Context: an optimization exercise on an open-source flow, tuned for small area, a short achievable clock period and few clock cycles per item. The choices shown serve that exercise and are no tape-out recipe. At most, simulation tests tie the RTL to the original design; equivalence was not proved.

==> flow/design.v (excerpt) <==
module xtea_cores (
    input wire clk,
    input wire rst_i,
    input wire valid_i,
    input wire en_i,
    input wire [63:0] data_a_i,
    input wire [63:0] data_b_i,
    input wire [127:0] key,
    input wire decrypt_i,
    output wire [63:0] result_a_o,
    output wire [63:0] result_b_o,
    output reg valid_o,
    output reg busy_o
);
Size in the first run: about 4600 cells after synthesis, about 390 I/O pins.
==> module xtea_cores, before the edit <==
module xtea_cores (
    input wire clk,
    input wire rst_i,
    input wire valid_i,
    input wire en_i,
    input wire [63:0] data_a_i,
    input wire [63:0] data_b_i,
    input wire [127:0] key,
    input wire decrypt_i,
    output wire [63:0] result_a_o,
    output wire [63:0] result_b_o,
    output reg valid_o,
    output reg busy_o
);
  localparam [31:0] DELTA = 32'h9e3779b9;
  localparam [31:0] SUM32 = 32'hc6ef3720;
  reg [6:0] cnt;
  reg dec;
  reg swp;
  reg cin;   
  reg [31:0] k0, k1, k2, k3;
  reg [31:0] aa, ba, ab, bb;
  reg [31:0] kr, t;
  wire acc = (~busy_o | valid_o) & valid_i & en_i;
  wire last = dec ? (cnt == 7'd65) : (cnt == 7'd63);
  always @(posedge clk or posedge rst_i) begin
    if (rst_i) begin
      busy_o <= 1'b0;
      valid_o <= 1'b0;
      cnt <= 7'd0;
      dec <= 1'b0;
      swp <= 1'b0;
      cin <= 1'b0;
    end else begin
      if (acc) begin
        busy_o <= 1'b1;
        valid_o <= 1'b0;
        cnt <= 7'd0;
        dec <= decrypt_i;
        swp <= decrypt_i;
        cin <= decrypt_i;
      end else begin
        if (valid_o) begin
          busy_o <= 1'b0;
          valid_o <= 1'b0;
        end else if (busy_o) begin
          valid_o <= last;
        end
        cnt <= cnt + 7'd1;
        swp <= dec & (cnt == 7'd64);
        cin <= cin & busy_o;
      end
    end
  end
  always @(posedge clk) begin
    if (acc) begin
      k0 <= key[127:96];
      k1 <= key[95:64];
      k2 <= key[63:32];
      k3 <= key[31:0];
    end
  end
  wire p = cnt[0] ^ dec;   
  wire [1:0] sel = cnt[0] ? t[1:0] : t[12:11];
  reg [31:0] ksel;
  always @(*) begin
    case (sel)
      2'd0: ksel = k0;
      2'd1: ksel = k1;
      2'd2: ksel = k2;
      default: ksel = k3;
    endcase
  end
  wire [31:0] sk = t + ksel;
  always @(posedge clk) begin
    if (acc) begin
      kr <= key[127:96];
      t  <= decrypt_i ? SUM32 : DELTA;
    end else begin
      kr <= sk ^ {32{dec}};
      if (p) t <= dec ? t - DELTA : t + DELTA;
    end
  end
  wire [31:0] na, nb;
  xtea step_a (.a(aa), .b(ba), .k(kr), .cin(cin), .y(na));
  xtea step_b (.a(ab), .b(bb), .k(kr), .cin(cin), .y(nb));
  always @(posedge clk) begin
    if (acc) begin
      aa <= data_a_i[63:32];
      ba <= data_a_i[31:0];
      ab <= data_b_i[63:32];
      bb <= data_b_i[31:0];
    end else begin
      aa <= ba;
      ba <= swp ? aa : na;
      ab <= bb;
      bb <= swp ? ab : nb;
    end
  end
  assign result_a_o = {aa, ba};
  assign result_b_o = {ab, bb};
endmodule
==> flow/config.mk <==
export PLATFORM = sky130hd
export DESIGN_NAME = xtea_cores
export DESIGN_NICKNAME = xtea_cores
export VERILOG_FILES = /design/flow/design.v
export SDC_FILE = /design/flow/constraint.sdc
export NUM_CORES = 4
export LEC_CHECK = 0
export ABC_AREA = 1
export CAP_MARGIN = 20
export CORE_MARGIN = 2
export CORE_UTILIZATION = 40
export SETUP_SLACK_MARGIN = 3.4
export SLEW_MARGIN = 20
==> flow/constraint.sdc <==
create_clock -name core_clock -period 7.0 [get_ports {clk}]
set_input_delay 1.4000 -clock core_clock [delete_from_list [all_inputs] [get_ports {clk}]]
set_output_delay 1.4000 -clock core_clock [all_outputs]
set_load 0.01 [all_outputs]
standard.sh (not shown) runs the stock make flow with config.mk's settings and CLKGATE_MAP_FILE= SYNTH_SCRIPT=/design/flow/synth_recipe.tcl, a recipe that flattens the netlist after the stock synthesis.
==> flow/flow/run.sh <==
#!/bin/bash
# Standard ORFS layout, but the port buffers are the smallest buffer cell and
# CTS uses smaller buffers and no dummy loads.
set -euo pipefail
export BUFFER_PORTS_ARGS="-buffer_cell sky130_fd_sc_hd__buf_1"
export ADDER_MAP_FILE=
export CTS_ARGS="-sink_clustering_enable -repair_clock_nets -dont_use_dummy_load -buf_list {sky130_fd_sc_hd__clkbuf_4 sky130_fd_sc_hd__clkbuf_8}"
bash standard.sh > standard_make.log 2>&1
Change:
--- a/flow/design.v
+++ b/flow/design.v
@@ -33,41 +33,44 @@
   reg cin;   
   reg [31:0] k0, k1, k2, k3;
   reg [31:0] aa, ba, ab, bb;
   reg [31:0] kr, t;
-  wire acc = (~busy_o | valid_o) & valid_i & en_i;
+  wire rdy = ~busy_o | valid_o;
+  wire acc = rdy & valid_i & en_i;
   wire last = dec ? (cnt == 7'd65) : (cnt == 7'd63);
   always @(posedge clk or posedge rst_i) begin
     if (rst_i) begin
       busy_o <= 1'b0;
       valid_o <= 1'b0;
+    end else if (acc) begin
+      busy_o <= 1'b1;
+      valid_o <= 1'b0;
+    end else if (valid_o) begin
+      busy_o <= 1'b0;
+      valid_o <= 1'b0;
+    end else if (busy_o) begin
+      valid_o <= last;
+    end
+  end
+  always @(posedge clk or posedge rst_i) begin
+    if (rst_i) begin
       cnt <= 7'd0;
       dec <= 1'b0;
       swp <= 1'b0;
       cin <= 1'b0;
+    end else if (rdy) begin
+      cnt <= 7'd0;
+      dec <= decrypt_i;
+      swp <= decrypt_i;
+      cin <= decrypt_i;
     end else begin
-      if (acc) begin
-        busy_o <= 1'b1;
-        valid_o <= 1'b0;
-        cnt <= 7'd0;
-        dec <= decrypt_i;
-        swp <= decrypt_i;
-        cin <= decrypt_i;
-      end else begin
-        if (valid_o) begin
-          busy_o <= 1'b0;
-          valid_o <= 1'b0;
-        end else if (busy_o) begin
-          valid_o <= last;
-        end
-        cnt <= cnt + 7'd1;
-        swp <= dec & (cnt == 7'd64);
-        cin <= cin & busy_o;
-      end
+      cnt <= cnt + 7'd1;
+      swp <= dec & (cnt == 7'd64);
+      cin <= cin & busy_o;
     end
   end
   always @(posedge clk) begin
-    if (acc) begin
+    if (rdy) begin
       k0 <= key[127:96];
       k1 <= key[95:64];
       k2 <= key[63:32];
       k3 <= key[31:0];
@@ -85,9 +88,9 @@
     endcase
   end
   wire [31:0] sk = t + ksel;
   always @(posedge clk) begin
-    if (acc) begin
+    if (rdy) begin
       kr <= key[127:96];
       t  <= decrypt_i ? SUM32 : DELTA;
     end else begin
       kr <= sk ^ {32{dec}};
@@ -97,9 +100,9 @@
   wire [31:0] na, nb;
   xtea step_a (.a(aa), .b(ba), .k(kr), .cin(cin), .y(na));
   xtea step_b (.a(ab), .b(bb), .k(kr), .cin(cin), .y(nb));
   always @(posedge clk) begin
-    if (acc) begin
+    if (rdy) begin
       aa <= data_a_i[63:32];
       ba <= data_a_i[31:0];
       ab <= data_b_i[63:32];
       bb <= data_b_i[31:0];
Effect: The new run finished with timing, DRC and antenna clean. First-iteration DRC count came out lower by 8.5%. Critical path depth came out higher by 16. Final cell count came out higher by 0.48%. Sequential cell count is unchanged. Worst setup slack degrades by 0.022 ns. Wire length came out higher by 4.9%. Final area came out higher by 0.99%.
Testbench counts after the change, summed over its fixed seeds: cycles 25,346, items 768.
Only the layout flow was run in the first run of this note; the RTL was not checked for function there.

---

Setup of rev 12:
Another version of the RTL of xtea_cores (not shown whole).
For scale: about 3700 cells after synthesis, ~340 flip-flops, roughly 390 I/O pins, roughly 24000 um2 of cells after synthesis.
==> module xtea_cores, before the edit <==
module xtea_cores (
    input wire clk,
    input wire rst_i,
    input wire valid_i,
    input wire en_i,
    input wire [63:0] data_a_i,
    input wire [63:0] data_b_i,
    input wire [127:0] key,
    input wire decrypt_i,
    output wire [63:0] result_a_o,
    output wire [63:0] result_b_o,
    output reg valid_o,
    output reg busy_o
);
  localparam [31:0] DELTA = 32'h9e3779b9;
  localparam [31:0] SUM32 = 32'hc6ef3720;
  reg [6:0] cnt;
  reg dec;
  reg swp;
  reg cin;   
  reg [31:0] k0, k1, k2, k3;
  reg [31:0] aa, ba, ab, bb;
  reg [31:0] kr, t;
  reg nrdy;
  wire rdy = ~nrdy;
  wire acc = rdy & valid_i & en_i;
  wire last = dec ? (cnt == 7'd65) : (cnt == 7'd63);
  always @(posedge clk or posedge rst_i) begin
    if (rst_i) begin
      busy_o <= 1'b0;
      valid_o <= 1'b0;
      nrdy <= 1'b0;
    end else if (acc) begin
      busy_o <= 1'b1;
      valid_o <= 1'b0;
      nrdy <= 1'b1;
    end else if (valid_o) begin
      busy_o <= 1'b0;
      valid_o <= 1'b0;
      nrdy <= 1'b0;
    end else if (busy_o) begin
      valid_o <= last;
      nrdy <= ~last;
    end
  end
  always @(posedge clk or posedge rst_i) begin
    if (rst_i) begin
      cnt <= 7'd0;
      dec <= 1'b0;
      swp <= 1'b0;
      cin <= 1'b0;
    end else if (rdy) begin
      cnt <= 7'd0;
      dec <= decrypt_i;
      swp <= decrypt_i;
      cin <= decrypt_i;
    end else begin
      cnt <= cnt + 7'd1;
      swp <= dec & (cnt == 7'd64);
      cin <= cin & busy_o;
    end
  end
  always @(posedge clk) begin
    if (rdy) begin
      k0 <= key[127:96];
      k1 <= key[95:64];
      k2 <= key[63:32];
      k3 <= key[31:0];
    end
  end
  wire p = cnt[0] ^ dec;   
  reg [1:0] sel;
  reg [31:0] ksel;
  always @(*) begin
    case (sel)
      2'd0: ksel = k0;
      2'd1: ksel = k1;
      2'd2: ksel = k2;
      default: ksel = k3;
    endcase
  end
  wire [31:0] skc;
  xtea_sk skadd (.g(t & ksel), .p(t ^ ksel), .cin(1'b0), .c(skc));
  wire [31:0] sk = t ^ ksel ^ skc;
  wire [31:0] tn = p ? (dec ? t - DELTA : t + DELTA) : t;
  always @(posedge clk) begin
    if (rdy) begin
      kr  <= key[127:96];
      t   <= decrypt_i ? SUM32 : DELTA;
      sel <= decrypt_i ? SUM32[12:11] : DELTA[12:11];
    end else begin
      kr  <= sk ^ {32{dec}};
      t   <= tn;
      sel <= cnt[0] ? tn[12:11] : tn[1:0];
    end
  end
  wire [31:0] na, nb;
  xtea step_a (.a(aa), .b(ba), .k(kr), .cin(cin), .y(na));
  xtea step_b (.a(ab), .b(bb), .k(kr), .cin(cin), .y(nb));
  always @(posedge clk) begin
    if (rdy) begin
      aa <= data_a_i[63:32];
      ba <= data_a_i[31:0];
      ab <= data_b_i[63:32];
      bb <= data_b_i[31:0];
    end else begin
      aa <= ba;
      ba <= swp ? aa : na;
      ab <= bb;
      bb <= swp ? ab : nb;
    end
  end
  assign result_a_o = {aa, ba};
  assign result_b_o = {ab, bb};
endmodule
==> flow/config.mk <==
export PLATFORM = sky130hd
export DESIGN_NAME = xtea_cores
export DESIGN_NICKNAME = xtea_cores
export VERILOG_FILES = /design/flow/design.v
export SDC_FILE = /design/flow/constraint.sdc
export NUM_CORES = 4
export LEC_CHECK = 0
export ABC_AREA = 1
export CAP_MARGIN = 20
export CORE_MARGIN = 2
export CORE_UTILIZATION = 60
export PLACE_DENSITY = 0.75
export SETUP_SLACK_MARGIN = 3.5
export SLEW_MARGIN = 20
==> flow/constraint.sdc <==
create_clock -name core_clock -period 7.0 [get_ports {clk}]
set_input_delay 1.4000 -clock core_clock [delete_from_list [all_inputs] [get_ports {clk}]]
set_output_delay 1.4000 -clock core_clock [all_outputs]
set_load 0.01 [all_outputs]
Scripts as last shown in full above: flow/flow/run.sh
Testbench counts of rev 12, summed over its fixed seeds: cycles 25,346, items 768.
Changes in rev 13 relative to rev 12:
diff --git a/flow/design.v b/flow/design.v
--- a/flow/design.v
+++ b/flow/design.v
@@ -70,6 +70,5 @@
   reg [31:0] aa, ba, ab, bb;
   reg [31:0] kr, t;
-  reg nrdy;
-  wire rdy = ~nrdy;
+  wire rdy = ~busy_o | valid_o;
   wire acc = rdy & valid_i & en_i;
   wire last = dec ? (cnt == 7'd65) : (cnt == 7'd63);
@@ -78,16 +77,12 @@
       busy_o <= 1'b0;
       valid_o <= 1'b0;
-      nrdy <= 1'b0;
     end else if (acc) begin
       busy_o <= 1'b1;
       valid_o <= 1'b0;
-      nrdy <= 1'b1;
     end else if (valid_o) begin
       busy_o <= 1'b0;
       valid_o <= 1'b0;
-      nrdy <= 1'b0;
     end else if (busy_o) begin
       valid_o <= last;
-      nrdy <= ~last;
     end
   end
@@ -118,5 +113,5 @@
   end
   wire p = cnt[0] ^ dec;   
-  reg [1:0] sel;
+  wire [1:0] sel = cnt[0] ? t[1:0] : t[12:11];
   reg [31:0] ksel;
   always @(*) begin
@@ -131,14 +126,11 @@
   xtea_sk skadd (.g(t & ksel), .p(t ^ ksel), .cin(1'b0), .c(skc));
   wire [31:0] sk = t ^ ksel ^ skc;
-  wire [31:0] tn = p ? (dec ? t - DELTA : t + DELTA) : t;
   always @(posedge clk) begin
     if (rdy) begin
-      kr  <= key[127:96];
-      t   <= decrypt_i ? SUM32 : DELTA;
-      sel <= decrypt_i ? SUM32[12:11] : DELTA[12:11];
+      kr <= key[127:96];
+      t  <= decrypt_i ? SUM32 : DELTA;
     end else begin
-      kr  <= sk ^ {32{dec}};
-      t   <= tn;
-      sel <= cnt[0] ? tn[12:11] : tn[1:0];
+      kr <= sk ^ {32{dec}};
+      if (p) t <= dec ? t - DELTA : t + DELTA;
     end
   end
The count of clock buffers in the final design of rev 13 exceeds that of rev 12 by 2.
Rev 13: sequential cell count is 3 lower than what rev 12 reported.
Wire length of the first global-routing pass ends up higher on rev 12.
Diff rev 12 -> rev 13: sequential share of layout area held; starting density of the core held.
A capture point of the worst path of t[29] is what rev 12 shows, while bb[14] belongs to rev 13.
Rev 13 vs rev 12, setup slack went down by 0.043 ns.
Post-CTS setup repair buffer count for rev 13 is higher than for rev 12.
Rev 13: post-route non-filler standard cell count lower than rev 12
Only the layout flow was run in rev 13; the RTL was not checked for function there.

---

## run A
The RTL this note starts from:
==> flow/design.v <==
`default_nettype none
module xtea (
    input  wire [31:0] a,
    input  wire [31:0] b,
    input  wire [31:0] k,
    input  wire        cin,
    output wire [31:0] y
);
  wire [31:0] f = ((b << 4) ^ (b >> 5)) + b;
  wire [32:0] s = {a, cin} + {f ^ k, cin};
  assign y = s[32:1];
endmodule
`default_nettype none
module xtea_cores (
    input wire clk,
    input wire rst_i,
    input wire valid_i,
    input wire en_i,
    input wire [63:0] data_a_i,
    input wire [63:0] data_b_i,
    input wire [127:0] key,
    input wire decrypt_i,
    output wire [63:0] result_a_o,
    output wire [63:0] result_b_o,
    output reg valid_o,
    output reg busy_o
);
  localparam [31:0] DELTA = 32'h9e3779b9;
  localparam [31:0] SUM32 = 32'hc6ef3720;
  reg [6:0] cnt;
  reg dec;
  reg swp;
  reg [31:0] k0, k1, k2, k3;
  reg [31:0] aa, ba, ab, bb;
  reg [31:0] kr, t;
  wire acc = (~busy_o | valid_o) & valid_i & en_i;
  wire last = dec ? (cnt == 7'd65) : (cnt == 7'd63);
  always @(posedge clk or posedge rst_i) begin
    if (rst_i) begin
      busy_o <= 1'b0;
      valid_o <= 1'b0;
      cnt <= 7'd0;
      dec <= 1'b0;
      swp <= 1'b0;
    end else begin
      if (acc) begin
        busy_o <= 1'b1;
        valid_o <= 1'b0;
        cnt <= 7'd0;
        dec <= decrypt_i;
        swp <= decrypt_i;
      end else begin
        if (valid_o) begin
          busy_o <= 1'b0;
          valid_o <= 1'b0;
        end else if (busy_o) begin
          valid_o <= last;
        end
        cnt <= cnt + 7'd1;
        swp <= dec & (cnt == 7'd64);
      end
    end
  end
  always @(posedge clk) begin
    if (acc) begin
      k0 <= key[127:96];
      k1 <= key[95:64];
      k2 <= key[63:32];
      k3 <= key[31:0];
    end
  end
  wire p = cnt[0] ^ dec;   
  wire [1:0] sel = cnt[0] ? t[1:0] : t[12:11];
  reg [31:0] ksel;
  always @(*) begin
    case (sel)
      2'd0: ksel = k0;
      2'd1: ksel = k1;
      2'd2: ksel = k2;
      default: ksel = k3;
    endcase
  end
  wire [31:0] sk = t + ksel;
  always @(posedge clk) begin
    if (acc) begin
      kr <= key[127:96];
      t  <= decrypt_i ? SUM32 : DELTA;
    end else begin
      kr <= sk ^ {32{dec}};
      if (p) t <= dec ? t - DELTA : t + DELTA;
    end
  end
  wire [31:0] na, nb;
  xtea step_a (.a(aa), .b(ba), .k(kr), .cin(dec), .y(na));
  xtea step_b (.a(ab), .b(bb), .k(kr), .cin(dec), .y(nb));
  always @(posedge clk) begin
    if (acc) begin
      aa <= data_a_i[63:32];
      ba <= data_a_i[31:0];
      ab <= data_b_i[63:32];
      bb <= data_b_i[31:0];
    end else begin
      aa <= ba;
      ba <= swp ? aa : na;
      ab <= bb;
      bb <= swp ? ab : nb;
    end
  end
  assign result_a_o = {aa, ba};
  assign result_b_o = {ab, bb};
endmodule
clock: 7.0 ns
lec_check: 0
cap_margin: 20
core_margin: 2
core_utilization: 40
setup_slack_margin: 3
slew_margin: 20
run.sh (not shown) runs the stock make flow with config.mk's settings and CLKGATE_MAP_FILE= SYNTH_SCRIPT=/design/flow/synth_recipe.tcl, a recipe that flattens the netlist after the stock synthesis.
Stock flow here: none of the scripts above is used.
Testbench counts of run A, summed over its fixed seeds: cycles 25,346, items 768.
Relative to run A, the following input files were edited for run B:
--- a/flow/design.v
+++ b/flow/design.v
@@ -1,14 +1,16 @@
 `default_nettype none
 module xtea (
     input  wire [31:0] a,
     input  wire [31:0] b,
     input  wire [31:0] k,
+    input  wire        g,
     input  wire        cin,
     output wire [31:0] y
 );
-  wire [31:0] f = ((b << 4) ^ (b >> 5)) + b;
+  wire [31:0] bg = b & {32{g}};
+  wire [31:0] f = ((bg << 4) ^ (bg >> 5)) + bg;
   wire [32:0] s = {a, cin} + {f ^ k, cin};
   assign y = s[32:1];
 endmodule
 `default_nettype none
 module xtea_cores (
@@ -27,11 +29,11 @@
 );
   localparam [31:0] DELTA = 32'h9e3779b9;
   localparam [31:0] SUM32 = 32'hc6ef3720;
   reg [6:0] cnt;
   reg dec;
-  reg swp;
+  reg g;
   reg [31:0] k0, k1, k2, k3;
   reg [31:0] aa, ba, ab, bb;
   reg [31:0] kr, t;
   wire acc = (~busy_o | valid_o) & valid_i & en_i;
   wire last = dec ? (cnt == 7'd65) : (cnt == 7'd63);
@@ -39,27 +41,27 @@
     if (rst_i) begin
       busy_o <= 1'b0;
       valid_o <= 1'b0;
       cnt <= 7'd0;
       dec <= 1'b0;
-      swp <= 1'b0;
+      g <= 1'b0;
     end else begin
       if (acc) begin
         busy_o <= 1'b1;
         valid_o <= 1'b0;
         cnt <= 7'd0;
         dec <= decrypt_i;
-        swp <= decrypt_i;
+        g <= ~decrypt_i;
       end else begin
         if (valid_o) begin
           busy_o <= 1'b0;
           valid_o <= 1'b0;
         end else if (busy_o) begin
           valid_o <= last;
         end
         cnt <= cnt + 7'd1;
-        swp <= dec & (cnt == 7'd64);
+        g <= ~(dec & (cnt == 7'd64));
       end
     end
   end
   always @(posedge clk) begin
     if (acc) begin
@@ -79,33 +81,34 @@
       2'd2: ksel = k2;
       default: ksel = k3;
     endcase
   end
   wire [31:0] sk = t + ksel;
+  wire swap_next = dec & (cnt == 7'd64);
   always @(posedge clk) begin
     if (acc) begin
-      kr <= key[127:96];
+      kr <= decrypt_i ? 32'hffffffff : key[127:96];
       t  <= decrypt_i ? SUM32 : DELTA;
     end else begin
-      kr <= sk ^ {32{dec}};
+      kr <= swap_next ? 32'hffffffff : (sk ^ {32{dec}});
       if (p) t <= dec ? t - DELTA : t + DELTA;
     end
   end
   wire [31:0] na, nb;
-  xtea step_a (.a(aa), .b(ba), .k(kr), .cin(dec), .y(na));
-  xtea step_b (.a(ab), .b(bb), .k(kr), .cin(dec), .y(nb));
+  xtea step_a (.a(aa), .b(ba), .k(kr), .g(g), .cin(dec), .y(na));
+  xtea step_b (.a(ab), .b(bb), .k(kr), .g(g), .cin(dec), .y(nb));
   always @(posedge clk) begin
     if (acc) begin
       aa <= data_a_i[63:32];
       ba <= data_a_i[31:0];
       ab <= data_b_i[63:32];
       bb <= data_b_i[31:0];
     end else begin
       aa <= ba;
-      ba <= swp ? aa : na;
+      ba <= na;
       ab <= bb;
-      bb <= swp ? ab : nb;
+      bb <= nb;
     end
   end
   assign result_a_o = {aa, ba};
   assign result_b_o = {ab, bb};
 endmodule
==> comparison <==
- Count of plain and timing-repair buffers: lower on run A
- Run A -> run B: post-DP HPWL increased slightly
- From run A to run B the numbers moved as follows: number of fill cells was more or less identical, cell area after technology mapping rose 0.99%, xor-xnor portion of the synthesized cell area up 0.95 points, sum of met2 wire segment lengths after detailed routing increased 0.77%.
- Sort run A and run B by cell depth of the worst setup path asc -> top: run A
- The global-route wire length before repair number comes out lower for run A vs run B.
- From run A to run B the numbers moved as follows: register-to-register slack lower, die footprint higher, final standard cell count with taps included and fillers excluded shows an increase of about 1%.
Testbench counts of run B, summed over its fixed seeds: cycles 25,346, items 768.

[static timing again, ports no longer ideal]
How much do the figures lean on ideal ports? The routed layouts below were timed once more, with nothing changed but the port constraints.
Step 1: set_driving_cell puts a clkbuf_16 on clk and a buf_2 on each other input, an assumption about the parent block.
Step 2 also shifts input and output timing later by t, the mid clock arrival at the registers, as if the neighbouring blocks saw the same clock.
Slacks: ideal / step 1 / step 2; pairs: ideal / step 1.
run	t, ns	slack for setup (ns)	worst setup path after step 2	worst register clock-pin slew, ns	pins driven straight from the clock port
the first run of note 1	0.740	3.578 / 3.581 / 2.871	input to register	0.06 / 0.06	1
the second run of note 1	0.745	3.555 / 3.555 / 3.555	register to register	0.06 / 0.06	1
rev 12	0.684	3.670 / 3.670 / 3.670	register to register	0.07 / 0.07	1
rev 13	0.692	3.627 / 3.627 / 3.627	register to register	0.07 / 0.07	1
run A	0.623	2.320 / 2.320 / 2.320	register to register	0.07 / 0.07	1
run B	0.629	1.988 / 1.988 / 1.988	register to register	0.07 / 0.07	1
After both steps setup and hold are still met in every run listed. For the first run of note 1, which loses most, drivers alone change the setup slack by +0.003 ns; drivers and shift together by -0.707 ns.
